From an optimization exercise on the open Yosys and OpenROAD flow, aimed at small area and a short achievable clock period; shortcuts taken in it are not production practice. Function was not checked in any run shown here: the RTL went through the layout flow alone. No activity file was given, so power comes from the tool's default toggle rates.

==> design.v <==
module display_comb(
	input wire [3:0] digit,
	output reg [7:0] segCode
);
always @(*) begin
	case (digit)
		4'h0: segCode = 8'b11000000;
		4'h1: segCode = 8'b11111001;
		4'h2: segCode = 8'b10100100;
		4'h3: segCode = 8'b10110000;
		4'h4: segCode = 8'b10011001;
		4'h5: segCode = 8'b10010010;
		4'h6: segCode = 8'b10000010;
		4'h7: segCode = 8'b11111000;
		4'h8: segCode = 8'b10000000;
		4'h9: segCode = 8'b10010000;
		default: segCode = 8'b11111111;
	endcase
end
endmodule
module scoreConverter(
	input wire [13:0] score,
	output wire [3:0] ones,
	output wire [3:0] tens,
	output wire [3:0] hundreds,
	output wire [3:0] thousands
);
function [3:0] add3;
	input [3:0] d;
	case (d)
		4'd5: add3 = 4'd8;
		4'd6: add3 = 4'd9;
		4'd7: add3 = 4'd10;
		4'd8: add3 = 4'd11;
		4'd9: add3 = 4'd12;
		4'd10: add3 = 4'd13;
		4'd11: add3 = 4'd14;
		4'd12: add3 = 4'd15;
		4'd13: add3 = 4'd0;
		4'd14: add3 = 4'd1;
		4'd15: add3 = 4'd2;
		default: add3 = d;
	endcase
endfunction
reg [17:0] bcd;
integer i;
always @(*) begin
	bcd = 18'd0;
	for (i = 13; i >= 0; i = i - 1) begin
		bcd[3:0] = add3(bcd[3:0]);
		bcd[7:4] = add3(bcd[7:4]);
		bcd[11:8] = add3(bcd[11:8]);
		bcd[15:12] = add3(bcd[15:12]);
		bcd = {bcd[16:0], score[i]};
	end
end
assign ones = bcd[3:0];
assign tens = bcd[7:4];
assign hundreds = bcd[11:8];
reg [3:0] th10;
always @(*) begin
	case (bcd[15:12])
		4'd0: th10 = 4'd10;
		4'd1: th10 = 4'd11;
		4'd2: th10 = 4'd12;
		4'd3: th10 = 4'd13;
		4'd4: th10 = 4'd14;
		4'd5: th10 = 4'd15;
		4'd6: th10 = 4'd0;
		4'd7: th10 = 4'd1;
		4'd8: th10 = 4'd2;
		default: th10 = 4'd3;
	endcase
end
assign thousands = bcd[16] ? th10 : bcd[15:12];
endmodule
module vga640x480(
	input wire clk,
	input wire reset,
	output wire [3:0] pcol,
	output wire [3:0] prow,
	input wire pMouse,
	input wire pCat,
	input wire pGoal,
	input wire GameOver,
	output reg hsync,
	output reg vsync,
	output wire [2:0] red,
	output wire [2:0] green,
	output wire [1:0] blue
);
reg [4:0] hcol;
reg [5:0] hsub;
reg [3:0] vrow;
reg [5:0] vsub;
function [15:0] map_row;
	input [3:0] r;
	case (r)
		4'd0:  map_row = 16'b1111111111111111;
		4'd1:  map_row = 16'b1000000110000011;
		4'd2:  map_row = 16'b1100110000110001;
		4'd3:  map_row = 16'b1001100000011101;
		4'd4:  map_row = 16'b1000001011000001;
		4'd5:  map_row = 16'b1010100000010101;
		4'd6:  map_row = 16'b1000101001010001;
		4'd7:  map_row = 16'b1010100000010101;
		4'd8:  map_row = 16'b1000001101000001;
		4'd9:  map_row = 16'b1011100000011101;
		4'd10: map_row = 16'b1000100000110001;
		4'd11: map_row = 16'b1100000110000011;
		default: map_row = 16'b1111111111111111;
	endcase
endfunction
function [5:0] inc6;
	input [5:0] a;
	inc6 = a ^ {&a[4:0], &a[3:0], &a[2:0], &a[1:0], a[0], 1'b1};
endfunction
wire hsub_end = (hsub == 6'd39);
wire line_end = (hcol == 5'd16) & (hsub == 6'd15);    
wire vsub_end = (vsub == 6'd39);
wire frame_end = (vrow == 4'd13);                       
wire [5:0] nhsub = hsub_end ? 6'd0 : inc6(hsub);
wire [4:0] nhcol = ~hsub_end ? hcol : (hcol == 5'd19) ? 5'd0 : hcol ^ {&hcol[3:0], &hcol[2:0], &hcol[1:0], hcol[0], 1'b1};
wire [5:0] nvsub = ~line_end ? vsub : (frame_end | vsub_end) ? 6'd0 : inc6(vsub);
wire [3:0] nvrow = ~line_end ? vrow : frame_end ? 4'd0 : vsub_end ? vrow ^ {&vrow[2:0], &vrow[1:0], vrow[0], 1'b1} : vrow;
wire nhsync = ~(((nhcol == 5'd16) & (nhsub[5] | nhsub[4])) | (nhcol == 5'd17) |
                ((nhcol == 5'd18) & ~nhsub[5]));
wire nvsync = ~((nvrow == 4'd0) & (nvsub[5:1] == 5'd0));
wire nvsub_ge31 = nvsub[5] | (&nvsub[4:0]);
wire nvact = ~((nvrow == 4'd0) & ~nvsub_ge31) & ~((nvrow == 4'd12) & nvsub_ge31) & (nvrow != 4'd13);
wire nhact = ~nhcol[4];
wire [3:0] ncol = nhcol[3:0];
assign pcol = ncol;
assign prow = nvrow;
wire [15:0] nmrow = map_row(nvrow);
wire nwallpix = nmrow[ncol];
reg r, g, b;
always @(*) begin
	r = 1'b0;
	g = 1'b0;
	b = 1'b0;
	if (nvact & nhact) begin
		if (pMouse) begin
			g = 1'b1;
		end else if (pCat) begin
			r = 1'b1;
		end else if (pGoal) begin
			r = 1'b1;
			g = 1'b1;
		end else if (!nwallpix) begin
			r = 1'b1;
			g = ~GameOver;
			b = ~GameOver;
		end else begin
			b = 1'b1;
		end
	end
end
reg red1, green1, blue1;
always @(posedge clk or posedge reset) begin
	if (reset) begin
		hcol <= 5'd16;
		hsub <= 6'd16;
		vrow <= 4'd0;
		vsub <= 6'd0;
		hsync <= 1'b0;
		vsync <= 1'b0;
		red1 <= 1'b0;
		green1 <= 1'b0;
		blue1 <= 1'b0;
	end else begin
		hcol <= nhcol;
		hsub <= nhsub;
		vrow <= nvrow;
		vsub <= nvsub;
		hsync <= nhsync;
		vsync <= nvsync;
		red1 <= r;
		green1 <= g;
		blue1 <= b;
	end
end
assign red = {3{red1}};
assign green = {3{green1}};
assign blue = {2{blue1}};
endmodule
module step_slots(
	input wire clk,
	input wire reset,
	input wire [5:0] cc,
	output wire mslot,
	output wire cslot,
	output reg [3:0] r15,
	output reg [3:0] r12
);
reg [6:0] b2;
reg [1:0] d3_0;
reg [1:0] d3_1;
reg [1:0] d3_2;
reg [1:0] d3_3;
reg [2:0] d5_0;
reg [2:0] d5_1;
reg [2:0] d5_2;
reg [2:0] d7_0;
reg [2:0] d7_1;
reg [3:0] d11_0;
reg [3:0] d11_1;
reg [3:0] q13;
wire q13_fb = ~(q13[3] ^ q13[2]) ^ (q13 == 4'd2);
reg [4:0] q17;
wire q17_fb = ~(q17[4] ^ q17[0]) ^ (q17 == 5'd7);
reg [4:0] q19;
wire q19_fb = ~(q19[4] ^ q19[1]) ^ (q19 == 5'd9);
reg [4:0] q23;
wire q23_fb = ~(q23[4] ^ q23[2]) ^ (q23 == 5'd12);
reg [4:0] q29;
wire q29_fb = ~(q29[4] ^ q29[2]) ^ (q29 == 5'd5);
reg [4:0] q31;
wire q31_fb = ~(q31[4] ^ q31[2]);
reg [5:0] q37;
wire q37_fb = ~(q37[5] ^ q37[4]) ^ (q37 == 6'd16);
reg [5:0] q41;
wire q41_fb = ~(q41[5] ^ q41[4]) ^ (q41 == 6'd58);
reg [5:0] q43;
wire q43_fb = ~(q43[5] ^ q43[0]) ^ (q43 == 6'd29);
reg [5:0] q47;
wire q47_fb = ~(q47[5] ^ q47[4]) ^ (q47 == 6'd6);
reg [5:0] q53;
wire q53_fb = ~(q53[5] ^ q53[0]) ^ (q53 == 6'd23);
reg [5:0] q59;
wire q59_fb = ~(q59[5] ^ q59[0]) ^ (q59 == 6'd36);
reg [5:0] q61;
wire q61_fb = ~(q61[5] ^ q61[0]) ^ (q61 == 6'd10);
reg [6:0] q67;
wire q67_fb = ~(q67[6] ^ q67[5]) ^ (q67 == 7'd123);
reg [6:0] q71;
wire q71_fb = ~(q71[6] ^ q71[4]) ^ (q71 == 7'd71);
reg [6:0] q73;
wire q73_fb = ~(q73[6] ^ q73[1]) ^ (q73 == 7'd23);
reg [6:0] q79;
wire q79_fb = ~(q79[6] ^ q79[3]) ^ (q79 == 7'd58);
reg [6:0] q83;
wire q83_fb = ~(q83[6] ^ q83[3]) ^ (q83 == 7'd38);
reg [6:0] q89;
wire q89_fb = ~(q89[6] ^ q89[5]) ^ (q89 == 7'd89);
reg [6:0] q97;
wire q97_fb = ~(q97[6] ^ q97[3]) ^ (q97 == 7'd126);
reg [6:0] q101;
wire q101_fb = ~(q101[6] ^ q101[2]) ^ (q101 == 7'd96);
reg [6:0] q103;
wire q103_fb = ~(q103[6] ^ q103[0]) ^ (q103 == 7'd59);
reg [6:0] q107;
wire q107_fb = ~(q107[6] ^ q107[0]) ^ (q107 == 7'd99);
reg [6:0] q109;
wire q109_fb = ~(q109[6] ^ q109[2]) ^ (q109 == 7'd105);
reg [6:0] q113;
wire q113_fb = ~(q113[6] ^ q113[0]) ^ (q113 == 7'd60);
reg [6:0] q127;
wire q127_fb = ~(q127[6] ^ q127[2]);
function [1:0] next3;
	input [1:0] d;
	case (d)
		2'd0: next3 = 2'd1;
		2'd1: next3 = 2'd2;
		2'd2: next3 = 2'd0;
		default: next3 = 2'd0;
	endcase
endfunction
function [2:0] next5;
	input [2:0] d;
	case (d)
		3'd0: next5 = 3'd1;
		3'd1: next5 = 3'd2;
		3'd2: next5 = 3'd3;
		3'd3: next5 = 3'd4;
		3'd4: next5 = 3'd0;
		default: next5 = 3'd0;
	endcase
endfunction
function [2:0] next7;
	input [2:0] d;
	case (d)
		3'd0: next7 = 3'd1;
		3'd1: next7 = 3'd2;
		3'd2: next7 = 3'd3;
		3'd3: next7 = 3'd4;
		3'd4: next7 = 3'd5;
		3'd5: next7 = 3'd6;
		3'd6: next7 = 3'd0;
		default: next7 = 3'd0;
	endcase
endfunction
function [3:0] next11;
	input [3:0] d;
	case (d)
		4'd0: next11 = 4'd1;
		4'd1: next11 = 4'd2;
		4'd2: next11 = 4'd3;
		4'd3: next11 = 4'd4;
		4'd4: next11 = 4'd5;
		4'd5: next11 = 4'd6;
		4'd6: next11 = 4'd7;
		4'd7: next11 = 4'd8;
		4'd8: next11 = 4'd9;
		4'd9: next11 = 4'd10;
		4'd10: next11 = 4'd0;
		default: next11 = 4'd0;
	endcase
endfunction
wire wrap = (b2 == 7'd127) & (d3_0 == 2'd1) & (d3_1 == 2'd2) & (d3_2 == 2'd1) & (d3_3 == 2'd0) & (d5_0 == 3'd1) & (d5_1 == 3'd3) & (d5_2 == 3'd3) & (d7_0 == 3'd0) & (d7_1 == 3'd4) & (d11_0 == 4'd7) & (d11_1 == 4'd10) & (q13 == 4'd1);
always @(posedge clk or posedge reset) begin
	if (reset) begin
		b2 <= 7'd0;
		d3_0 <= 2'd0;
		d3_1 <= 2'd0;
		d3_2 <= 2'd0;
		d3_3 <= 2'd0;
		d5_0 <= 3'd0;
		d5_1 <= 3'd0;
		d5_2 <= 3'd0;
		d7_0 <= 3'd0;
		d7_1 <= 3'd0;
		d11_0 <= 4'd0;
		d11_1 <= 4'd0;
		q13 <= 4'd2;
		q17 <= 5'd0;
		q19 <= 5'd9;
		q23 <= 5'd12;
		q29 <= 5'd5;
		q31 <= 5'd0;
		q37 <= 6'd16;
		q41 <= 6'd58;
		q43 <= 6'd8;
		q47 <= 6'd22;
		q53 <= 6'd23;
		q59 <= 6'd36;
		q61 <= 6'd33;
		q67 <= 7'd0;
		q71 <= 7'd71;
		q73 <= 7'd23;
		q79 <= 7'd58;
		q83 <= 7'd38;
		q89 <= 7'd0;
		q97 <= 7'd0;
		q101 <= 7'd49;
		q103 <= 7'd59;
		q107 <= 7'd99;
		q109 <= 7'd105;
		q113 <= 7'd60;
		q127 <= 7'd16;
	end else begin
		b2 <= b2 ^ {&b2[5:0], &b2[4:0], &b2[3:0], &b2[2:0], &b2[1:0], b2[0], 1'b1};
		d3_0 <= next3(d3_0) ^ ({2{wrap}} & 2'd2);
		d3_1 <= (((d3_0 == 2'd2)) ? next3(d3_1) : d3_1) ^ ({2{wrap}} & 2'd2);
		d3_2 <= (((d3_0 == 2'd2) & (d3_1 == 2'd2)) ? next3(d3_2) : d3_2) ^ ({2{wrap}} & 2'd1);
		d3_3 <= (((d3_0 == 2'd2) & (d3_1 == 2'd2) & (d3_2 == 2'd2)) ? next3(d3_3) : d3_3);
		d5_0 <= next5(d5_0) ^ ({3{wrap}} & 3'd2);
		d5_1 <= (((d5_0 == 3'd4)) ? next5(d5_1) : d5_1) ^ ({3{wrap}} & 3'd3);
		d5_2 <= (((d5_0 == 3'd4) & (d5_1 == 3'd4)) ? next5(d5_2) : d5_2) ^ ({3{wrap}} & 3'd3);
		d7_0 <= next7(d7_0) ^ ({3{wrap}} & 3'd1);
		d7_1 <= (((d7_0 == 3'd6)) ? next7(d7_1) : d7_1) ^ ({3{wrap}} & 3'd4);
		d11_0 <= next11(d11_0) ^ ({4{wrap}} & 4'd8);
		d11_1 <= (((d11_0 == 4'd10)) ? next11(d11_1) : d11_1) ^ ({4{wrap}} & 4'd10);
		q13 <= {q13[2:0], q13_fb} ^ ({4{wrap}} & 4'd1);
		q17 <= {q17[3:0], q17_fb} ^ ({5{wrap}} & 5'd2);
		q19 <= {q19[3:0], q19_fb} ^ ({5{wrap}} & 5'd28);
		q23 <= {q23[3:0], q23_fb} ^ ({5{wrap}} & 5'd21);
		q29 <= {q29[3:0], q29_fb} ^ ({5{wrap}} & 5'd10);
		q31 <= {q31[3:0], q31_fb} ^ ({5{wrap}} & 5'd4);
		q37 <= {q37[4:0], q37_fb} ^ ({6{wrap}} & 6'd38);
		q41 <= {q41[4:0], q41_fb} ^ ({6{wrap}} & 6'd21);
		q43 <= {q43[4:0], q43_fb} ^ ({6{wrap}} & 6'd2);
		q47 <= {q47[4:0], q47_fb} ^ ({6{wrap}} & 6'd8);
		q53 <= {q53[4:0], q53_fb} ^ ({6{wrap}} & 6'd1);
		q59 <= {q59[4:0], q59_fb} ^ ({6{wrap}} & 6'd20);
		q61 <= {q61[4:0], q61_fb} ^ ({6{wrap}} & 6'd2);
		q67 <= {q67[5:0], q67_fb} ^ ({7{wrap}} & 7'd64);
		q71 <= {q71[5:0], q71_fb} ^ ({7{wrap}} & 7'd10);
		q73 <= {q73[5:0], q73_fb} ^ ({7{wrap}} & 7'd36);
		q79 <= {q79[5:0], q79_fb} ^ ({7{wrap}} & 7'd3);
		q83 <= {q83[5:0], q83_fb} ^ ({7{wrap}} & 7'd68);
		q89 <= {q89[5:0], q89_fb} ^ ({7{wrap}} & 7'd1);
		q97 <= {q97[5:0], q97_fb} ^ ({7{wrap}} & 7'd80);
		q101 <= {q101[5:0], q101_fb} ^ ({7{wrap}} & 7'd8);
		q103 <= {q103[5:0], q103_fb} ^ ({7{wrap}} & 7'd8);
		q107 <= {q107[5:0], q107_fb} ^ ({7{wrap}} & 7'd5);
		q109 <= {q109[5:0], q109_fb} ^ ({7{wrap}} & 7'd20);
		q113 <= {q113[5:0], q113_fb} ^ ({7{wrap}} & 7'd8);
		q127 <= {q127[5:0], q127_fb} ^ ({7{wrap}} & 7'd4);
	end
end
reg ms, cs;
always @(*) begin
	case (cc)
		6'd0: begin ms = ((d5_0 == 3'd0)) & (q13 == 4'd2); cs = ((d5_0 == 3'd0)) & (q13 == 4'd2); end
		6'd1: begin ms = (b2[0:0] == 1'd0) & ((d3_0 == 2'd0)) & ((d11_0 == 4'd0)); cs = (b2[5:0] == 6'd0); end
		6'd2: begin ms = (q67 == 7'd0); cs = ((d3_0 == 2'd0) & (d3_1 == 2'd0)) & ((d7_0 == 3'd0)); end
		6'd3: begin ms = (b2[1:0] == 2'd0) & (q17 == 5'd0); cs = (b2[0:0] == 1'd0) & (q31 == 5'd0); end
		6'd4: begin ms = ((d3_0 == 2'd0)) & (q23 == 5'd12); cs = (q61 == 6'd33); end
		6'd5: begin ms = (b2[0:0] == 1'd0) & ((d5_0 == 3'd0)) & ((d7_0 == 3'd0)); cs = (b2[1:0] == 2'd0) & ((d3_0 == 2'd0)) & ((d5_0 == 3'd0)); end
		6'd6: begin ms = (q71 == 7'd71); cs = (q59 == 6'd36); end
		6'd7: begin ms = (b2[2:0] == 3'd0) & ((d3_0 == 2'd0) & (d3_1 == 2'd0)); cs = (b2[0:0] == 1'd0) & (q29 == 5'd5); end
		6'd8: begin ms = (q73 == 7'd23); cs = ((d3_0 == 2'd0)) & (q19 == 5'd9); end
		6'd9: begin ms = (b2[0:0] == 1'd0) & (q37 == 6'd16); cs = (b2[2:0] == 3'd0) & ((d7_0 == 3'd0)); end
		6'd10: begin ms = ((d3_0 == 2'd0)) & ((d5_0 == 3'd0) & (d5_1 == 3'd0)); cs = ((d5_0 == 3'd0)) & ((d11_0 == 4'd0)); end
		6'd11: begin ms = (b2[1:0] == 2'd0) & (q19 == 5'd9); cs = (b2[0:0] == 1'd0) & ((d3_0 == 2'd0) & (d3_1 == 2'd0) & (d3_2 == 2'd0)); end
		6'd12: begin ms = ((d7_0 == 3'd0)) & ((d11_0 == 4'd0)); cs = (q53 == 6'd23); end
		6'd13: begin ms = (b2[0:0] == 1'd0) & ((d3_0 == 2'd0)) & (q13 == 4'd2); cs = (b2[1:0] == 2'd0) & (q13 == 4'd2); end
		6'd14: begin ms = (q79 == 7'd58); cs = ((d3_0 == 2'd0)) & (q17 == 5'd0); end
		6'd15: begin ms = (b2[3:0] == 4'd0) & ((d5_0 == 3'd0)); cs = (b2[0:0] == 1'd0) & ((d5_0 == 3'd0) & (d5_1 == 3'd0)); end
		6'd16: begin ms = ((d3_0 == 2'd0) & (d3_1 == 2'd0) & (d3_2 == 2'd0) & (d3_3 == 2'd0)); cs = ((d7_0 == 3'd0) & (d7_1 == 3'd0)); end
		6'd17: begin ms = (b2[0:0] == 1'd0) & (q41 == 6'd58); cs = (b2[3:0] == 4'd0) & ((d3_0 == 2'd0)); end
		6'd18: begin ms = (q83 == 7'd38); cs = (q47 == 6'd22); end
		6'd19: begin ms = (b2[1:0] == 2'd0) & ((d3_0 == 2'd0)) & ((d7_0 == 3'd0)); cs = (b2[0:0] == 1'd0) & (q23 == 5'd12); end
		6'd20: begin ms = ((d5_0 == 3'd0)) & (q17 == 5'd0); cs = ((d3_0 == 2'd0) & (d3_1 == 2'd0)) & ((d5_0 == 3'd0)); end
		6'd21: begin ms = (b2[0:0] == 1'd0) & (q43 == 6'd8); cs = (b2[1:0] == 2'd0) & ((d11_0 == 4'd0)); end
		6'd22: begin ms = ((d3_0 == 2'd0)) & (q29 == 5'd5); cs = (q43 == 6'd8); end
		6'd23: begin ms = (b2[2:0] == 3'd0) & ((d11_0 == 4'd0)); cs = (b2[0:0] == 1'd0) & ((d3_0 == 2'd0)) & ((d7_0 == 3'd0)); end
		6'd24: begin ms = (q89 == 7'd0); cs = (q41 == 6'd58); end
		6'd25: begin ms = (b2[0:0] == 1'd0) & ((d3_0 == 2'd0) & (d3_1 == 2'd0)) & ((d5_0 == 3'd0)); cs = (b2[2:0] == 3'd0) & ((d5_0 == 3'd0)); end
		6'd26: begin ms = ((d7_0 == 3'd0)) & (q13 == 4'd2); cs = ((d3_0 == 2'd0)) & (q13 == 4'd2); end
		6'd27: begin ms = (b2[1:0] == 2'd0) & (q23 == 5'd12); cs = (b2[0:0] == 1'd0) & (q19 == 5'd9); end
		6'd28: begin ms = ((d3_0 == 2'd0)) & (q31 == 5'd0); cs = (q37 == 6'd16); end
		6'd29: begin ms = (b2[0:0] == 1'd0) & (q47 == 6'd22); cs = (b2[1:0] == 2'd0) & ((d3_0 == 2'd0) & (d3_1 == 2'd0)); end
		6'd30: begin ms = ((d5_0 == 3'd0)) & (q19 == 5'd9); cs = ((d5_0 == 3'd0)) & ((d7_0 == 3'd0)); end
		6'd31: begin ms = (b2[4:0] == 5'd0) & ((d3_0 == 2'd0)); cs = (b2[0:0] == 1'd0) & (q17 == 5'd0); end
		6'd32: begin ms = (q97 == 7'd0); cs = ((d3_0 == 2'd0)) & ((d11_0 == 4'd0)); end
		6'd33: begin ms = (b2[0:0] == 1'd0) & ((d7_0 == 3'd0) & (d7_1 == 3'd0)); cs = (b2[4:0] == 5'd0); end
		6'd34: begin ms = ((d3_0 == 2'd0) & (d3_1 == 2'd0)) & ((d11_0 == 4'd0)); cs = (q31 == 5'd0); end
		6'd35: begin ms = (b2[1:0] == 2'd0) & ((d5_0 == 3'd0) & (d5_1 == 3'd0)); cs = (b2[0:0] == 1'd0) & ((d3_0 == 2'd0)) & ((d5_0 == 3'd0)); end
		6'd36: begin ms = (q101 == 7'd49); cs = (q29 == 5'd5); end
		6'd37: begin ms = (b2[0:0] == 1'd0) & ((d3_0 == 2'd0)) & (q17 == 5'd0); cs = (b2[1:0] == 2'd0) & ((d7_0 == 3'd0)); end
		6'd38: begin ms = (q103 == 7'd59); cs = ((d3_0 == 2'd0) & (d3_1 == 2'd0) & (d3_2 == 2'd0)); end
		6'd39: begin ms = (b2[2:0] == 3'd0) & (q13 == 4'd2); cs = (b2[0:0] == 1'd0) & (q13 == 4'd2); end
		6'd40: begin ms = ((d3_0 == 2'd0)) & ((d5_0 == 3'd0)) & ((d7_0 == 3'd0)); cs = ((d5_0 == 3'd0) & (d5_1 == 3'd0)); end
		6'd41: begin ms = (b2[0:0] == 1'd0) & (q53 == 6'd23); cs = (b2[2:0] == 3'd0) & ((d3_0 == 2'd0)); end
		6'd42: begin ms = (q107 == 7'd99); cs = (q23 == 5'd12); end
		6'd43: begin ms = (b2[1:0] == 2'd0) & ((d3_0 == 2'd0) & (d3_1 == 2'd0) & (d3_2 == 2'd0)); cs = (b2[0:0] == 1'd0) & ((d11_0 == 4'd0)); end
		6'd44: begin ms = (q109 == 7'd105); cs = ((d3_0 == 2'd0)) & ((d7_0 == 3'd0)); end
		6'd45: begin ms = (b2[0:0] == 1'd0) & ((d5_0 == 3'd0)) & ((d11_0 == 4'd0)); cs = (b2[1:0] == 2'd0) & ((d5_0 == 3'd0)); end
		6'd46: begin ms = ((d3_0 == 2'd0)) & (q37 == 6'd16); cs = (q19 == 5'd9); end
		6'd47: begin ms = (b2[3:0] == 4'd0) & ((d7_0 == 3'd0)); cs = (b2[0:0] == 1'd0) & ((d3_0 == 2'd0) & (d3_1 == 2'd0)); end
		6'd48: begin ms = (q113 == 7'd60); cs = (q17 == 5'd0); end
		6'd49: begin ms = (b2[0:0] == 1'd0) & ((d3_0 == 2'd0)) & (q19 == 5'd9); cs = (b2[3:0] == 4'd0); end
		6'd50: begin ms = ((d5_0 == 3'd0)) & (q23 == 5'd12); cs = ((d3_0 == 2'd0)) & ((d5_0 == 3'd0)); end
		6'd51: begin ms = (b2[1:0] == 2'd0) & (q29 == 5'd5); cs = (b2[0:0] == 1'd0) & ((d7_0 == 3'd0)); end
		6'd52: begin ms = ((d3_0 == 2'd0) & (d3_1 == 2'd0)) & (q13 == 4'd2); cs = (q13 == 4'd2); end
		6'd53: begin ms = (b2[0:0] == 1'd0) & (q59 == 6'd36); cs = (b2[1:0] == 2'd0) & ((d3_0 == 2'd0)); end
		6'd54: begin ms = ((d7_0 == 3'd0)) & (q17 == 5'd0); cs = ((d11_0 == 4'd0)); end
		6'd55: begin ms = (b2[2:0] == 3'd0) & ((d3_0 == 2'd0)) & ((d5_0 == 3'd0)); cs = (b2[0:0] == 1'd0) & ((d5_0 == 3'd0)); end
		6'd56: begin ms = ((d11_0 == 4'd0) & (d11_1 == 4'd0)); cs = ((d3_0 == 2'd0) & (d3_1 == 2'd0)); end
		6'd57: begin ms = (b2[0:0] == 1'd0) & (q61 == 6'd33); cs = (b2[2:0] == 3'd0); end
		6'd58: begin ms = ((d3_0 == 2'd0)) & (q41 == 6'd58); cs = ((d7_0 == 3'd0)); end
		6'd59: begin ms = (b2[1:0] == 2'd0) & (q31 == 5'd0); cs = (b2[0:0] == 1'd0) & ((d3_0 == 2'd0)); end
		6'd60: begin ms = ((d5_0 == 3'd0) & (d5_1 == 3'd0) & (d5_2 == 3'd0)); cs = ((d5_0 == 3'd0)); end
		6'd61: begin ms = (b2[0:0] == 1'd0) & ((d3_0 == 2'd0) & (d3_1 == 2'd0)) & ((d7_0 == 3'd0)); cs = (b2[1:0] == 2'd0); end
		6'd62: begin ms = (q127 == 7'd16); cs = ((d3_0 == 2'd0)); end
		6'd63: begin ms = (b2[6:0] == 7'd0); cs = (b2[0:0] == 1'd0); end
		default: begin ms = 1'b0; cs = 1'b0; end
	endcase
end
assign mslot = ms;
assign cslot = cs;
always @(*) begin
	case ({d3_0, d5_0})
		{2'd0, 3'd0}: r15 = 4'd0;
		{2'd0, 3'd1}: r15 = 4'd6;
		{2'd0, 3'd2}: r15 = 4'd12;
		{2'd0, 3'd3}: r15 = 4'd3;
		{2'd0, 3'd4}: r15 = 4'd9;
		{2'd1, 3'd0}: r15 = 4'd10;
		{2'd1, 3'd1}: r15 = 4'd1;
		{2'd1, 3'd2}: r15 = 4'd7;
		{2'd1, 3'd3}: r15 = 4'd13;
		{2'd1, 3'd4}: r15 = 4'd4;
		{2'd2, 3'd0}: r15 = 4'd5;
		{2'd2, 3'd1}: r15 = 4'd11;
		{2'd2, 3'd2}: r15 = 4'd2;
		{2'd2, 3'd3}: r15 = 4'd8;
		{2'd2, 3'd4}: r15 = 4'd14;
		default: r15 = 4'd0;
	endcase
	case ({d3_0, b2[1:0]})
		{2'd0, 2'd0}: r12 = 4'd0;
		{2'd0, 2'd1}: r12 = 4'd9;
		{2'd0, 2'd2}: r12 = 4'd6;
		{2'd0, 2'd3}: r12 = 4'd3;
		{2'd1, 2'd0}: r12 = 4'd4;
		{2'd1, 2'd1}: r12 = 4'd1;
		{2'd1, 2'd2}: r12 = 4'd10;
		{2'd1, 2'd3}: r12 = 4'd7;
		{2'd2, 2'd0}: r12 = 4'd8;
		{2'd2, 2'd1}: r12 = 4'd5;
		{2'd2, 2'd2}: r12 = 4'd2;
		{2'd2, 2'd3}: r12 = 4'd11;
		default: r12 = 4'd0;
	endcase
end
endmodule
module walls4(
	input wire [3:0] x,
	input wire [3:0] y,
	output wire wU,
	output wire wR,
	output wire wD,
	output wire wL
);
assign wU = ~((x[0] & ~x[1] & ~x[3] & y[2]) | (~x[0] & x[3] & y[0] & y[2]) | (~x[0] & x[1] & x[3] & ~y[0]) | (x[0] & ~x[3] & ~y[1] & y[3]) | (~x[1] & x[3] & y[0] & y[1] & ~y[2]) | (x[1] & ~x[3] & y[0] & y[1] & ~y[2]) | (x[0] & ~x[3] & y[1] & y[2]) | (~x[0] & x[1] & x[3] & y[3]) | (~x[1] & ~x[2] & y[1] & y[3]) | (~x[0] & x[2] & ~y[0] & y[1] & ~y[3]) | (~x[1] & ~x[2] & ~y[0] & y[2]) | (x[1] & x[2] & y[1] & y[3]) | (x[1] & ~x[2] & ~y[0] & ~y[2] & ~y[3]) | (x[0] & x[3] & ~y[0] & ~y[2] & ~y[3]) | (~x[2] & ~x[3] & y[0] & y[1]) | (~x[2] & ~x[3] & y[0] & y[2]) | (x[0] & x[2] & ~y[0] & ~y[1] & ~y[3]) | (~x[0] & x[2] & x[3] & ~y[1] & y[3]));
assign wR = ~((~x[0] & ~x[1] & ~y[2]) | (x[0] & x[2] & ~x[3] & y[0]) | (x[0] & x[3] & ~y[1]) | (~x[0] & ~x[3] & ~y[0]) | (~x[1] & ~x[2] & x[3] & y[0]) | (~x[1] & ~x[2] & ~x[3] & ~y[0]) | (~x[2] & y[0] & y[1] & y[3]) | (x[1] & ~x[2] & ~y[0] & ~y[1]) | (x[1] & x[2] & ~x[3] & y[1] & ~y[3]) | (~x[2] & ~y[1] & ~y[2] & ~y[3]) | (~x[1] & x[2] & x[3] & ~y[0] & y[2]) | (x[0] & x[3] & ~y[0] & y[3]) | (~x[0] & ~x[3] & y[2]) | (x[0] & x[1] & x[2] & y[1]) | (~x[0] & ~x[3] & ~y[1] & y[3]) | (x[0] & x[2] & y[0] & ~y[3]));
assign wD = (y[0] & y[1] & y[3]) | (x[0] & x[3] & y[2]) | (~x[0] & ~x[3] & y[2]) | (x[1] & x[3] & ~y[1] & ~y[2] & ~y[3]) | (~x[1] & x[2] & ~x[3] & y[0] & ~y[1] & ~y[2]) | (x[0] & x[3] & ~y[0] & ~y[1]) | (~x[0] & ~x[3] & ~y[0] & ~y[1]) | (x[1] & ~x[2] & ~y[0] & ~y[2] & ~y[3]) | (x[1] & ~x[3] & y[0] & y[1] & ~y[2]) | (~x[1] & ~x[3] & y[1] & y[3]) | (x[0] & x[1] & x[2] & y[1] & y[3]) | (~x[0] & ~x[1] & x[2] & ~y[1] & y[3]) | (x[1] & x[2] & x[3] & y[1] & y[3]) | (~x[0] & ~x[1] & ~x[2] & y[1] & y[3]) | (x[0] & ~x[2] & x[3] & y[0] & y[1]) | (x[1] & ~x[2] & ~x[3] & ~y[1] & y[3]) | (~x[1] & ~x[2] & x[3] & y[0] & y[1] & y[2]) | (~x[0] & x[2] & x[3] & ~y[0] & ~y[2] & ~y[3]);
assign wL = ~((x[1] & ~x[2] & ~x[3] & ~y[0]) | (~x[0] & ~x[2] & x[3] & y[0]) | (x[1] & x[2] & ~x[3] & y[0]) | (x[0] & x[3] & ~y[0]) | (~x[1] & x[2] & ~y[0] & ~y[1]) | (x[2] & ~y[1] & ~y[2] & ~y[3]) | (x[0] & x[1] & ~x[2] & ~y[2]) | (x[2] & y[0] & y[1] & y[3]) | (x[1] & x[2] & x[3] & ~y[0]) | (~x[1] & ~x[2] & x[3] & y[1] & ~y[3]) | (x[0] & x[1] & y[1] & ~y[2]) | (x[1] & x[3] & y[1] & ~y[2]) | (x[0] & x[3] & y[2]) | (~x[1] & x[3] & ~y[1] & y[3]) | (~x[0] & ~x[1] & ~x[2] & y[3]));
endmodule
module wallg(
	input wire [3:0] x,
	input wire [3:0] y,
	output wire w
);
assign w = ~((~x[0] & x[3] & y[2]) | (x[0] & ~x[1] & ~x[3] & y[2]) | (x[0] & ~x[1] & x[3] & y[1] & ~y[2]) | (x[1] & ~x[3] & ~y[0] & y[1] & ~y[2]) | (~x[0] & x[1] & x[2] & ~x[3] & y[0]) | (x[2] & x[3] & ~y[0] & y[3]) | (x[0] & ~x[3] & y[0] & y[2]) | (x[0] & ~x[1] & ~x[2] & x[3] & y[0]) | (~x[0] & x[1] & x[3] & y[0] & ~y[3]) | (~x[0] & x[1] & ~x[2] & x[3] & y[3]) | (x[0] & ~x[1] & ~x[3] & ~y[1] & y[3]) | (x[1] & ~x[2] & ~x[3] & ~y[0] & y[2]) | (~x[1] & x[2] & y[0] & ~y[1] & ~y[2] & ~y[3]) | (~x[1] & x[2] & y[0] & y[1] & y[3]) | (~x[0] & ~x[1] & x[3] & ~y[0] & y[1]) | (x[0] & x[1] & ~y[0] & ~y[1] & y[3]) | (x[1] & ~x[2] & y[0] & y[1] & y[3]) | (x[1] & ~x[2] & y[0] & ~y[1] & ~y[2] & ~y[3]) | (x[2] & x[3] & ~y[0] & y[2]) | (x[0] & x[1] & x[2] & y[1] & ~y[3]) | (x[0] & ~x[2] & ~x[3] & ~y[0] & y[1]) | (x[1] & x[2] & y[0] & ~y[1] & y[3]) | (x[0] & ~x[1] & ~x[3] & y[0] & y[1] & ~y[3]) | (x[1] & ~x[2] & ~x[3] & ~y[0] & y[3]) | (x[1] & ~x[2] & ~y[0] & ~y[1] & y[2]) | (~x[1] & x[2] & ~y[0] & ~y[1] & y[3]) | (~x[1] & x[2] & ~y[0] & ~y[1] & y[2]) | (~x[1] & ~x[2] & x[3] & y[1] & ~y[2] & ~y[3]) | (~x[1] & ~x[2] & x[3] & y[0] & ~y[1] & y[3]));
endmodule
module Location(
	input wire rightBtn,
	input wire leftBtn,
	input wire upBtn,
	input wire downBtn,
	input wire crightBtn,
	input wire cleftBtn,
	input wire cupBtn,
	input wire cdownBtn,
	input wire clock,
	input wire reset,
	output wire [3:0] CatX,
	output wire [3:0] CatY,
	output wire [3:0] MouseX,
	output wire [3:0] MouseY,
	output wire [3:0] GoalX,
	output wire [3:0] GoalY,
	output wire [13:0] Score,
	output wire GameOver,
	input wire [3:0] pcol,
	input wire [3:0] prow,
	output wire pMouse,
	output wire pCat,
	output wire pGoal,
	output wire nGameOver
);
reg [3:0] mx, my, cx, cy, gx, gy;
reg [13:0] sc;
reg go;
reg [5:0] cc;
wire mslot, cslot;
wire [3:0] r15, r12;
step_slots steps(
	.clk(clock),
	.reset(reset),
	.cc(cc),
	.mslot(mslot),
	.cslot(cslot),
	.r15(r15),
	.r12(r12)
);
function [3:0] inc4;
	input [3:0] a;
	inc4 = a ^ {&a[2:0], &a[1:0], a[0], 1'b1};
endfunction
function [3:0] dec4;
	input [3:0] a;
	dec4 = a ^ {~|a[2:0], ~|a[1:0], ~a[0], 1'b1};
endfunction
function [13:0] add14;
	input [13:0] a;
	input [13:0] b;
	integer i;
	reg c;
	begin
		c = 1'b0;
		for (i = 0; i < 14; i = i + 1) begin
			add14[i] = a[i] ^ b[i] ^ c;
			c = (a[i] & b[i]) | (c & (a[i] ^ b[i]));
		end
	end
endfunction
function [13:0] dec14;
	input [13:0] a;
	integer i;
	reg b;
	begin
		b = 1'b1;
		for (i = 0; i < 14; i = i + 1) begin
			dec14[i] = a[i] ^ b;
			b = b & ~a[i];
		end
	end
endfunction
function [13:0] bonus;
	input [3:0] x;
	input [3:0] y;
	bonus = add14(add14(14'd50, {10'd0, x}), {10'd0, y});
endfunction
wire mact = mslot & ~go;
wire [3:0] myU = dec4(my), myD = inc4(my), mxR = inc4(mx), mxL = dec4(mx);
wire mwU, mwR, mwD, mwL;
walls4 mwalls(.x(mx), .y(my), .wU(mwU), .wR(mwR), .wD(mwD), .wL(mwL));
wire mokU = ~mwU, mokR = ~mwR, mokD = ~mwD, mokL = ~mwL;
wire mbtn = upBtn | rightBtn | downBtn | leftBtn;
wire mgoU = mact & upBtn & mokU;
wire mgoR = mact & ~upBtn & rightBtn & mokR;
wire mgoD = mact & ~upBtn & ~rightBtn & downBtn & mokD;
wire mgoL = mact & ~upBtn & ~rightBtn & ~downBtn & leftBtn & mokL;
wire mstx = ~(mgoR | mgoL);
wire msty = ~(mgoU | mgoD);
wire [3:0] mxn = mgoR ? mxR : (mgoL ? mxL : mx);
wire [3:0] myn = mgoU ? myU : (mgoD ? myD : my);
wire cact = cslot & ~go;
wire [3:0] cyU = dec4(cy), cyD = inc4(cy), cxR = inc4(cx), cxL = dec4(cx);
wire cwU, cwR, cwD, cwL;
walls4 cwalls(.x(cx), .y(cy), .wU(cwU), .wR(cwR), .wD(cwD), .wL(cwL));
wire cokU = ~cwU, cokR = ~cwR, cokD = ~cwD, cokL = ~cwL;
wire cgoU = cact & cupBtn & cokU;
wire cgoR = cact & ~cupBtn & crightBtn & cokR;
wire cgoD = cact & ~cupBtn & ~crightBtn & cdownBtn & cokD;
wire cgoL = cact & ~cupBtn & ~crightBtn & ~cdownBtn & cleftBtn & cokL;
wire cstx = ~(cgoR | cgoL);
wire csty = ~(cgoU | cgoD);
wire [3:0] cxn = cgoR ? cxR : (cgoL ? cxL : cx);
wire [3:0] cyn = cgoU ? cyU : (cgoD ? cyD : cy);
function [4:0] diff;
	input [3:0] a;
	input [3:0] b;
	integer i;
	reg c;
	begin
		c = 1'b1;
		for (i = 0; i < 4; i = i + 1) begin
			diff[i] = a[i] ^ ~b[i] ^ c;
			c = (a[i] & ~b[i]) | (c & (a[i] ^ ~b[i]));
		end
		diff[4] = ~c;
	end
endfunction
wire [4:0] dmcx = diff(mx, cx), dmcy = diff(my, cy);
wire eqx = (((mstx & cstx) | (mgoR & cgoR) | (mgoL & cgoL)) & (dmcx == 5'd0)) |
           (((mstx & cgoR) | (mgoL & cstx)) & (dmcx == 5'd1)) |
           (((mstx & cgoL) | (mgoR & cstx)) & (dmcx == 5'd31)) |
           (mgoL & cgoR & (dmcx == 5'd2)) | (mgoR & cgoL & (dmcx == 5'd30));
wire eqy = (((msty & csty) | (mgoD & cgoD) | (mgoU & cgoU)) & (dmcy == 5'd0)) |
           (((msty & cgoD) | (mgoU & csty)) & (dmcy == 5'd1)) |
           (((msty & cgoU) | (mgoD & csty)) & (dmcy == 5'd31)) |
           (mgoU & cgoD & (dmcy == 5'd2)) | (mgoD & cgoU & (dmcy == 5'd30));
wire caught = cact & eqx & eqy;
wire [4:0] dcgx = diff(cx, gx), dcgy = diff(cy, gy);
wire cg0x = (dcgx == 5'd0), cgpx = (dcgx == 5'd1), cgmx = (dcgx == 5'd31);
wire cg0y = (dcgy == 5'd0), cgpy = (dcgy == 5'd1), cgmy = (dcgy == 5'd31);
wire nearx = (cstx & (cg0x | cgpx | cgmx)) | (cgoR & (cg0x | cgmx | (dcgx == 5'd30))) |
             (cgoL & (cg0x | cgpx | (dcgx == 5'd2)));
wire neary = (csty & (cg0y | cgpy | cgmy)) | (cgoD & (cg0y | cgmy | (dcgy == 5'd30))) |
             (cgoU & (cg0y | cgpy | (dcgy == 5'd2)));
wire near = nearx & neary;
wire [4:0] dmgx = diff(mx, gx), dmgy = diff(my, gy), dmrx = diff(mx, r15), dmry = diff(my, r12);
wire eatgx = (mstx & (dmgx == 5'd0)) | (mgoR & (dmgx == 5'd31)) | (mgoL & (dmgx == 5'd1));
wire eatgy = (msty & (dmgy == 5'd0)) | (mgoD & (dmgy == 5'd31)) | (mgoU & (dmgy == 5'd1));
wire eatrx = (mstx & (dmrx == 5'd0)) | (mgoR & (dmrx == 5'd31)) | (mgoL & (dmrx == 5'd1));
wire eatry = (msty & (dmry == 5'd0)) | (mgoD & (dmry == 5'd31)) | (mgoU & (dmry == 5'd1));
wire eatg = eatgx & eatgy, eatr = eatrx & eatry;
wire eat = near ? eatr : eatg;
wire dec = mact & (|sc) & (mbtn | (sc == 14'd1));
wire [13:0] scm1 = dec14(sc);
wire [13:0] addg = add14(sc, bonus(gx, gy));
wire [13:0] addr = add14(sc, bonus(r15, r12));
wire [13:0] addg1 = dec14(addg);
wire [13:0] addr1 = dec14(addr);
wire [13:0] scd = dec ? scm1 : sc;
wire [13:0] sc2 = near ? (eatr ? (dec ? addr1 : addr) : scd) : (eatg ? (dec ? addg1 : addg) : scd);
wire gwall;
wallg gwalls(.x(gx), .y(gy), .w(gwall));
wire gmove = near | eatg | gwall;
always @(posedge clock or posedge reset) begin
	if (reset) begin
		mx <= 4'd5;
		my <= 4'd3;
		cx <= 4'd9;
		cy <= 4'd11;
		gx <= 4'd14;
		gy <= 4'd10;
		sc <= 14'd0;
		go <= 1'b0;
		cc <= 6'd0;
	end else begin
		mx <= mxn;
		my <= myn;
		cx <= cxn;
		cy <= cyn;
		if (gmove) begin
			gx <= r15;
			gy <= r12;
		end
		sc <= sc2;
		go <= go | caught;
		if (eat) cc <= cc ^ {&cc[4:0], &cc[3:0], &cc[2:0], &cc[1:0], cc[0], 1'b1};
	end
end
assign CatX = cx;
assign CatY = cy;
assign MouseX = mx;
assign MouseY = my;
assign GoalX = gx;
assign GoalY = gy;
assign Score = sc;
assign GameOver = go;
wire [4:0] dpmx = diff(pcol, mx), dpmy = diff(prow, my), dpcx = diff(pcol, cx), dpcy = diff(prow, cy);
assign pMouse = ((mstx & (dpmx == 5'd0)) | (mgoR & (dpmx == 5'd1)) | (mgoL & (dpmx == 5'd31))) &
                ((msty & (dpmy == 5'd0)) | (mgoD & (dpmy == 5'd1)) | (mgoU & (dpmy == 5'd31)));
assign pCat = ((cstx & (dpcx == 5'd0)) | (cgoR & (dpcx == 5'd1)) | (cgoL & (dpcx == 5'd31))) &
              ((csty & (dpcy == 5'd0)) | (cgoD & (dpcy == 5'd1)) | (cgoU & (dpcy == 5'd31)));
assign pGoal = gmove ? ((pcol == r15) & (prow == r12)) : ((pcol == gx) & (prow == gy));
assign nGameOver = go | caught;
endmodule
module top_fsm(
	input clk,
	input reset,
	input rightBtn,
	input leftBtn,
	input upBtn,
	input downBtn,
	input crightBtn,
	input cleftBtn,
	input cupBtn,
	input cdownBtn,
	output reg [7:0] segCode,
	output wire [3:0] an,
	output wire [2:0] red,
	output wire [2:0] green,
	output wire [1:0] blue,
	output wire hsync,
	output wire vsync,
	output wire [3:0] catX,
	output wire [3:0] catY,
	output wire [3:0] mouseX,
	output wire [3:0] mouseY,
	output wire [3:0] goalX,
	output wire [3:0] goalY,
	output wire [13:0] score,
	output wire gameOver
);
wire [3:0] pcol, prow;
wire pMouse, pCat, pGoal, nGameOver;
Location locate(
	.rightBtn(rightBtn),
	.leftBtn(leftBtn),
	.upBtn(upBtn),
	.downBtn(downBtn),
	.crightBtn(crightBtn),
	.cleftBtn(cleftBtn),
	.cupBtn(cupBtn),
	.cdownBtn(cdownBtn),
	.clock(clk),
	.reset(reset),
	.CatX(catX),
	.CatY(catY),
	.MouseX(mouseX),
	.MouseY(mouseY),
	.GoalX(goalX),
	.GoalY(goalY),
	.Score(score),
	.GameOver(gameOver),
	.pcol(pcol),
	.prow(prow),
	.pMouse(pMouse),
	.pCat(pCat),
	.pGoal(pGoal),
	.nGameOver(nGameOver)
);
wire [3:0] ones, tens, hundreds, thousands;
scoreConverter converter(
	.score(score),
	.ones(ones),
	.tens(tens),
	.hundreds(hundreds),
	.thousands(thousands)
);
vga640x480 drawScreen(
	.clk(clk),
	.reset(reset),
	.pcol(pcol),
	.prow(prow),
	.pMouse(pMouse),
	.pCat(pCat),
	.pGoal(pGoal),
	.GameOver(nGameOver),
	.hsync(hsync),
	.vsync(vsync),
	.red(red),
	.green(green),
	.blue(blue)
);
reg [1:0] count;
always @(posedge clk or posedge reset) begin
	if (reset)
		count <= 2'b00;
	else
		count <= {count[1] ^ count[0], ~count[0]};
end
reg [3:0] digit;
always @(*) begin
	case (count)
		2'd0: digit = ones;
		2'd1: digit = tens;
		2'd2: digit = hundreds;
		default: digit = thousands;
	endcase
end
wire [7:0] seg;
display_comb decode(
	.digit(digit),
	.segCode(seg)
);
reg [1:0] shown;
always @(posedge clk) begin
	segCode <= seg;
	shown <= count;
end
assign an = (shown == 2'd0) ? 4'b1110 :
            (shown == 2'd1) ? 4'b1101 :
            (shown == 2'd2) ? 4'b1011 : 4'b0111;
endmodule
==> flow/run.sh <==
#!/bin/bash
# The standard layout (the standard.sh, all steps), with two changes in
# how it is made, not in what it is held to:
# - the ports are buffered with a plain buffer instead of ORFS's default
#   pick, a delay cell (every port still gets its own buffer);
# - ORFS's timing repair aims for 70.2 ns of setup slack at the design's
#   90 ns clock, so that it speeds up the paths that set the achieved period.
set -euo pipefail
export BUFFER_PORTS_ARGS="-buffer_cell sky130_fd_sc_hd__buf_2"
export SETUP_SLACK_MARGIN=70.2
bash standard.sh > standard.log 2>&1
==> standard.sh <==
#!/bin/bash
# synth_recipe.tcl (not shown) runs the flow's synth.tcl, then flattens the netlist and writes it again
# the make line also repeats each setting of config.mk as NAME=value (left out here)
make -C /OpenROAD-flow-scripts/flow DESIGN_CONFIG=/design/flow/config.mk WORK_HOME=/design/flow/orfs CLKGATE_MAP_FILE= SYNTH_SCRIPT=/design/flow/synth_recipe.tcl "${@:-finish}"
==> config.mk <==
export PLATFORM = sky130hd
export DESIGN_NAME = top_fsm
export DESIGN_NICKNAME = top_fsm
export VERILOG_FILES = /design/flow/design.v
export SDC_FILE = /design/flow/constraint.sdc
export NUM_CORES = 4
export LEC_CHECK = 0
export ABC_AREA = 1
export CAP_MARGIN = 20
export CORE_MARGIN = 2
export CORE_UTILIZATION = 40
export SLEW_MARGIN = 20
==> constraint.sdc <==
create_clock -name core_clock -period 90.0 [get_ports {clk}]
set_input_delay 18.0000 -clock core_clock [delete_from_list [all_inputs] [get_ports {clk}]]
set_output_delay 18.0000 -clock core_clock [all_outputs]
set_load 0.01 [all_outputs]
==> results.json, run 1 <==
{
  "die_area_mm2": 0.0530,
  "n_antenna_cell": 0,
  "htree_levels": 2,
  "grt_max_degree": 79,
  "r2r_cells": 26,
  "p_per_area_mw_per_mm2": 12.0,
  "core_area_mm2": 0.0504,
  "wirelength_mm": 59.5,
  "cts_sinks": 282,
  "syn_inst": 2629,
  "fin_crit_sh_pct": 22.0,
  "numCtsBuffers": 36,
  "syn-num-nets": 2829,
  "grtUsageMet2_pct": 35.7,
  "reg2reg_slack_ns": 82.79,
  "synth_edf_count": 0,
  "setup_viol": 0,
  "synth_most_common_cell": "nand2_1",
  "status": "no timing/DRC/antenna violations",
  "power_w": 0.000280,
  "drc_errors": 0,
  "synth_common_cells": "nand2_1 (445), inv_1 (380), nor2_1 (299)",
  "ir_drop_mv": 0.0148,
  "die_h_um": 230,
  "clockRootBuffer": "clkbuf_16",
  "drtAntennaViolNets": 0,
  "hp-class": "reg -> reg",
  "drv_cap": 0,
  "n_fill_cell": 4933,
  "cts_hold_buf": 0,
  "initial_utilization_pct": 40.6,
  "vias_per_cell": 5.45,
  "place.gp.congestion": 0.977,
  "path_class": "in -> reg",
  "fmax_ghz": 0.0506,
  "worstHoldPathCells": 0,
  "r2r_start": "locate.steps.d5_0[1]$_DFF_PP0_",
  "vias": 18600,
  "end_kind": "flop",
  "critPathRequiredTime_ns": 90.44,
  "drt_iter0_drc": 1745,
  "io_buffer_count": 69,
  "clk_latency_ns": 0.57,
  "first_global_vias": 17900,
  "path_max_fanout": 12,
  "yosys_warnings": 6,
  "finalMaxSlewViolations": 0,
  "grt_use_met3_pct": 2.79,
  "r2r-end": "locate.sc[13]$_DFF_PP0_",
  "synthArstFlopShare_pct": 96.8,
  "use_met1_pct": 31.7,
  "synth_seq_cells": 282,
  "synth_area_leaders": "dfrtp_1 (24%), dfstp_2 (9.8%), ha_1 (8.2%), nand2_1 (8.2%), inv_1 (7.0%)",
  "wire_per_inst_um": 17.4,
  "p_leak_nw": 11.1,
  "top_usage_layer": "met2",
  "hold_viol_final": 0,
  "io_pins": 71,
  "place_hpwl_mm": 44.2,
  "arrival_ns": 20.19,
  "max_slew_margin_pct": 23.7,
  "antenna_found_initial": 0,
  "netlist_area_mm2": 0.0205,
  "post-route-min-period_ns": 19.76,
  "grtUsageTotal_pct": 22.4,
  "grt_pass1_wl_mm": 96.5,
  "finalSetupTns_ns": 0,
  "skew_ns": 0.0398,
  "ys_types": 70,
  "drtPass1Iterations": 6,
  "cts.reportedPaths.clkPinSlew_ns": 0.06,
  "startpoint_type": "primary input",
  "syn_area_per_cell_um2": 7.79,
  "synth_ff_type": "dfrtp_1",
  "grt_setup_unrepaired": "yes",
  "synth_seq_area_share_pct": 34.7,
  "drive_above_1_share_pct": 13.9,
  "die_x_um": 230,
  "rows": 82,
  "tightest_slew_ns": 1.13,
  "clk_path_buf_depth": 3,
  "crit_end": "locate.cc[4]$_DFFE_PP0P_",
  "cts_tree": "yes",
  "yosysTopAreaCellShare_pct": 24.1,
  "final_nets": 2917,
  "grt-ovfl-total": 0,
  "crit_start": "rightBtn",
  "area_growth_pct": 13.8,
  "synth_top_cell_by_area": "dfrtp_1"
}
worst max-delay path, stage by stage:
cell,delay (ns)
buf_6,0.09
or2_4,0.26
nor3b_2,0.16
nand3_1,0.10
a211o_1,0.28
nor2_4,0.17
buf_4,0.15
nand2_1,0.05
nand3_1,0.12
nand2_1,0.11
inv_2,0.14
nand2_8,0.12
nand2_8,0.13
mux2_4,0.30
flip-flops by register name (all words and copies together), names as in the netlist, 7 cells and up:
signal             flops
locate.sc             14
locate.steps.b2        7
locate.steps.q101      7
locate.steps.q103      7
locate.steps.q107      7
locate.steps.q109      7
locate.steps.q113      7
locate.steps.q127      7
locate.steps.q67       7
locate.steps.q71       7
locate.steps.q73       7
locate.steps.q79       7
locate.steps.q83       7
locate.steps.q89       7
locate.steps.q97       7
segCode                7
worst min path at each step:
| stage | slack [ns] | from | end |
|---|---|---|---|
| 2_1_floorplan | 0.35 | locate.steps.q59[4]$_DFF_PP0_ | locate.steps.q59[5]$_DFF_PP1_ |
| 3_3_place_gp | 0.35 | locate.steps.q43[1]$_DFF_PP0_ | locate.steps.q43[2]$_DFF_PP0_ |
| 3_5_place_dp | 0.35 | locate.steps.q73[0]$_DFF_PP1_ | locate.steps.q73[1]$_DFF_PP1_ |
| 4_1_cts | 0.36 | locate.steps.q109[5]$_DFF_PP1_ | locate.steps.q109[6]$_DFF_PP1_ |
| 5_1_grt | 0.37 | locate.steps.q23[2]$_DFF_PP1_ | locate.steps.q23[3]$_DFF_PP1_ |
| 6_report | 0.36 | locate.steps.q109[5]$_DFF_PP1_ | locate.steps.q109[6]$_DFF_PP1_ |
where the power goes:
| group | switching, W | internal [W] |
|---|---|---|
| clock network | 0.0000590 | 0.0000895 |
| registers | 0.000000165 | 0.000127 |
| logic | 0.00000326 | 0.000000889 |
| total | 0.0000624 | 0.000217 |
routing by layer:
metal  share of wire [%]  up-vias  wire [um]
met4                 2.7        0       1630
li1                    -     8968          -
met5                   0        -          0
met3                 6.3      117       3760
met1                  45     8916      26900
met2                  46      613      27200
per-stage QoR:
stage / hold slack, ns / setup slack, ns / util [%] / instance area [um2] / std cells
final: 0.361 / 70.24 / 46.3 / 23300 / 3417
after global routing: 0.368 / 70.11 / 46.3 / 23300 / 3417
after CTS: 0.363 / 70.16 / 45.7 / 23000 / 3399
after detailed placement: 0.355 / 69.02 / 42.9 / 21600 / 3323
after global placement: 0.353 / 69.11 / 42.9 / 21600 / 3323
after floorplan: 0.346 / 68.45 / - / 20600 / 2629
repair_timing:
| item | 4_1_cts | 5_1_grt |
|---|---|---|
| resized for setup | 15 | 24 |
| gates cloned | 2 | 2 |
| pin swaps | 9 | 10 |
| endpoints found under the hold margin | 0 | 0 |
| buffers inserted | 8 | 15 |
| endpoints found under the setup margin | 99 | 30 |
logic make-up (layout without fill, tap and decap cells):
family | count (synthesis) | in the layout | share of synthesized area [%]
AOI/OAI and AO/OA | 358 | 358 | 11.2
xor gates and xnor gates | 104 | 104 | 4.45
adders and majority gates | 190 | 190 | 13.7
buffers and inverters | 476 | 589 | 8.95
DFF | 282 | 282 | 34.7
muxes | 2 | 2 | 0.110
other | 1 | 1 | 0.0183
and+or+nand+nor | 1216 | 1219 | 26.9
area by class of cell:
type | count | area, um2 | area share (%)
clock inverters | 14 | 205 | 0.881
inverters | 418 | 1580 | 6.79
repair buffers | 105 | 703 | 3.02
multi-input cells | 1874 | 11800 | 50.8
well taps | 672 | 841 | 3.61
clock buffers | 52 | 1030 | 4.42
flip-flops and latches | 282 | 7110 | 30.5
cell usage in the layout (no fill, tap or decap), drive strengths merged, types with 5 or more instances in the layout:
master / n
nand2: 472
inv: 408
nor2: 307
nand3: 222
dfrtp: 197
o21ai: 140
ha: 134
buf: 105
dfstp: 76
nor3: 75
xor2: 72
nand4: 66
fa: 56
a21oi: 52
clkbuf: 52
nor4: 44
xnor2: 32
o22ai: 28
o211ai: 24
a211oi: 18
clkinv: 17
a221oi: 11
nand3b: 11
a31oi: 11
o2111ai: 9
dfxtp: 9
a22oi: 8
a2111oi: 7
nor3b: 6
or2: 6
a41oi: 5
o31ai: 5
nor4b: 5
o41ai: 5
o311ai: 5
==> run 2, diff against run 1 <==
--- a/flow/run.sh
+++ b/flow/run.sh
@@ -5,3 +5,3 @@
 #   pick, a delay cell (every port still gets its own buffer);
-# - ORFS's timing repair aims for 70.2 ns of setup slack at the design's
+# - ORFS's timing repair aims for 69.8 ns of setup slack at the design's
 #   90 ns clock, so that it speeds up the paths that set the achieved period.
@@ -9,3 +9,3 @@
 export BUFFER_PORTS_ARGS="-buffer_cell sky130_fd_sc_hd__buf_2"
-export SETUP_SLACK_MARGIN=70.2
+export SETUP_SLACK_MARGIN=69.8
 bash standard.sh > standard.log 2>&1
==> run 2 against run 1 <==
Compared with the run above: combinational power is 5% lower; critical path type unchanged; flip-flop and latch count stayed put; largest power group unchanged; clock power hardly changed; setup slack worse by 0.34 ns; power is 0.37% higher; non-clock buffer count is 24 lower; die area stayed put; register-to-register slack worse by 0.25 ns; sequential share of layout area is 0.58 points higher; critical endpoint unchanged; via count is 1.1% lower; hold slack better by 0.0017 ns; core utilization is 0.86 points lower.
==> results.json, run 2 <==
{
  "fmax_ghz": 0.0498,
  "synth_seq_area_share_pct": 34.7,
  "grt_max_degree": 174,
  "crit_buf_inv": 3,
  "syn_inst": 2629,
  "final_common_cell": "nand2_1",
  "drtAntennaViolNets": 0,
  "cts_sinks": 282,
  "arrival_ns": 20.51,
  "synth_common_cells": "nand2_1 (445), inv_1 (380), nor2_1 (299)",
  "wirelength_mm": 57.1,
  "status": "no timing/DRC/antenna violations",
  "timing.hold.ws_ns": 0.363,
  "die_area_mm2": 0.0530,
  "netlist_area_mm2": 0.0205,
  "place.gp.congestion": 0.981,
  "p_leak_nw": 10.9,
  "core_area_mm2": 0.0504,
  "cts_hold_buf": 0,
  "r2r_cells": 24,
  "synth_ff_type": "dfrtp_1",
  "p_per_area_mw_per_mm2": 12.3,
  "cts_tree": "yes",
  "grt-ovfl-total": 0,
  "cp_slowest_cell": "o41ai_4",
  "clockRootBuffer": "clkbuf_16",
  "final-instance-count-excl-fill": 3389,
  "placed_area_mm2": 0.0215,
  "path_max_fanout": 16,
  "vias": 18400,
  "dp_cells": 3320,
  "crit_family": "simple AND/OR/NAND/NOR gates",
  "n_antenna_cell": 0,
  "place_hpwl_mm": 42.6,
  "io_buffer_count": 69,
  "antenna_found_initial": 0,
  "r2r_start": "locate.steps.d3_0[0]$_DFF_PP0_",
  "wire_per_inst_um": 16.9,
  "skew_ns": 0.0159,
  "ir_drop_mv": 0.0102,
  "tightest_slew_ns": 1.14,
  "die_h_um": 230,
  "drc_errors": 0,
  "rows": 82,
  "syn-num-nets": 2829,
  "hp-class": "reg -> reg",
  "drtPass1Iterations": 6,
  "largest_reg_flops": 14,
  "max_slew_margin_pct": 23.9,
  "io_pins": 71,
  "die_x_um": 230,
  "drive_above_1_share_pct": 12.0,
  "synth_area_leaders": "dfrtp_1 (24%), dfstp_2 (9.8%), ha_1 (8.2%), nand2_1 (8.2%), inv_1 (7.0%)",
  "whs_endpoint": "locate.steps.q113[5]$_DFF_PP1_",
  "area_growth_pct": 11.7,
  "post-route-min-period_ns": 20.09,
  "end_kind": "flop",
  "first_global_vias": 18100,
  "worstHoldPathCells": 0,
  "htree_levels": 2,
  "syn_area_per_cell_um2": 7.79,
  "n_fill_cell": 4922,
  "clk_latency_ns": 0.54,
  "grt_pass1_wl_mm": 92.9,
  "startpoint_type": "primary input",
  "drt_iter0_drc": 1380,
  "r2r-end": "locate.sc[13]$_DFF_PP0_",
  "grt_setup_unrepaired": "no",
  "setup_viol": 0,
  "yosysTopAreaCellShare_pct": 24.1,
  "fin_crit_sh_pct": 22.3,
  "final_nets": 2890,
  "synthArstFlopShare_pct": 96.8,
  "setup_ws_ns": 69.91,
  "max_stage_delay_ns": 0.36,
  "ys_types": 70,
  "drv_cap": 0,
  "synth_top_cell_by_area": "dfrtp_1",
  "vias_per_cell": 5.43,
  "finalMaxSlewViolations": 0,
  "reg2reg_slack_ns": 82.54,
  "synth_edf_count": 0,
  "synth_seq_cells": 282,
  "numCtsBuffers": 35,
  "hold_viol_final": 0,
  "path_class": "in -> reg",
  "grtUsageTotal_pct": 21.5,
  "min_from": "locate.steps.q113[4]$_DFF_PP1_",
  "most-common-layout-cells": "nand2_1 (438), inv_1 (376), nor2_1 (297)",
  "critPathRequiredTime_ns": 90.42,
  "path_cells": "buf_2, or2_4, nor3b_2, nand3_1, a211o_1, nor2_4, inv_4, o41ai_4, nand2_2, inv_4, nand2_8, nand2_8, mux2_1",
  "dpl_worst_slack_ns": 68.52,
  "largest_register": "locate.sc",
  "finalSetupTns_ns": 0,
  "clk_path_buf_depth": 3,
  "synth_most_common_cell": "nand2_1",
  "cts.reportedPaths.clkPinSlew_ns": 0.06,
  "yosys_warnings": 6,
  "stdcell_area_mm2": 0.0229,
  "initial_utilization_pct": 40.6
}
run 2: cell counts after synthesis:
Identical to the previous run, type by type.
run 2: layout make-up:
cell class | instances | area, um2 | area share, %
Inverter | 418 | 1580 | 6.90
Clock inverter | 14 | 229 | 1.00
Clock buffer | 50 | 993 | 4.34
Multi-Input combinational cell | 1872 | 11700 | 51.0
Timing Repair Buffer | 81 | 448 | 1.96
Tap cell | 672 | 841 | 3.68
Sequential cell | 282 | 7110 | 31.1
run 2: power by group:
group / internal (W) / leakage [nW] / total (W) / switching, W
clock: 0.0000922 / 0.590 / 0.000150 / 0.0000575
combinational: 0.000000756 / 7.10 / 0.00000397 / 0.00000321
sequential: 0.000127 / 3.24 / 0.000127 / 0.000000189
run 2: how the worst max path moves through the flow:
stage,startpoint,end,slack (ns),cells past startpoint
2_1_floorplan,reset,count[0]$_DFF_PP0_,68.45,1
3_3_place_gp,rightBtn,drawScreen.red1$_DFF_PP0_,68.59,17
3_5_place_dp,rightBtn,drawScreen.red1$_DFF_PP0_,68.52,17
4_1_cts,rightBtn,drawScreen.blue1$_DFF_PP0_,69.80,16
5_1_grt,rightBtn,locate.cc[4]$_DFFE_PP0P_,69.79,13
6_report,rightBtn,locate.cc[4]$_DFFE_PP0P_,69.91,13
run 2: timing repair:
action | CTS | global route
cloned | 1 | 0
setup buffers | 1 | 3
endpoints found under the hold margin | 0 | 0
setup endpoints to repair | 29 | 30
resized for setup | 11 | 19
pin swaps | 3 | 8
run 2: cells by family (layout without fill, tap and decap cells):
| logic type | Yosys count | after routing | share of synthesized area [%] |
|---|---|---|---|
| flip-flops | 282 | 282 | 34.7 |
| XOR/XNOR | 104 | 104 | 4.45 |
| AND/OR/NAND/NOR | 1216 | 1217 | 26.9 |
| AO/OA/AOI/OAI | 358 | 358 | 11.2 |
| adder cells (fa/ha/maj) | 190 | 190 | 13.7 |
| buffers and inverters | 476 | 563 | 8.95 |
| multiplexers | 2 | 2 | 0.110 |
| other | 1 | 1 | 0.0183 |
run 2: stage by stage:
step	power, W	util, %
2_1_floorplan	0.000132	-
3_3_place_gp	0.000133	42.6
3_5_place_dp	0.000133	42.6
4_1_cts	0.000286	45.2
5_1_grt	0.000292	45.4
6_report	0.000281	45.4
run 2: routing by layer:
| layer | routed length, um | vias to the layer above | global-route usage [%] |
|---|---|---|---|
| met4 | 1890 | 0 | 7.96 |
| met5 | 0 | - | 0 |
| li1 | - | 8882 | - |
| met1 | 25900 | 8749 | 29.2 |
| met2 | 25700 | 646 | 34.3 |
| met3 | 3620 | 132 | 3.71 |

## separate check: timing with driven ports
The results above use ideal ports. As a check the final layouts listed here were re-extracted and re-timed, cells and wires unchanged.
Step 1 assumes that a clkbuf_16 drives the clock port and a buf_2 every other input.
Step 2 adds t to the input delays and takes it off the output delays; t is the mean of the earliest and latest rising clock arrival at the registers after step 1. Input paths then give back, and output paths get back, about the clock's delay inside the block.
Three values: no drivers, after step 1, after step 2; two values: the first two.
run	t, ns	setup slack, ns	slew at the worst register clock pin (ns)	worst slew at a driven data input, ns	pins driven straight from the clock port
run 1	0.599	70.244 / 70.250 / 69.665	0.06 / 0.06	0.04	1
run 2	0.587	69.907 / 69.936 / 69.349	0.07 / 0.07	0.03	1
After both steps setup and hold are still met in every run listed. The setup slack of run 1, which loses most, moves by +0.006 ns with the drivers and by -0.579 ns with both steps.
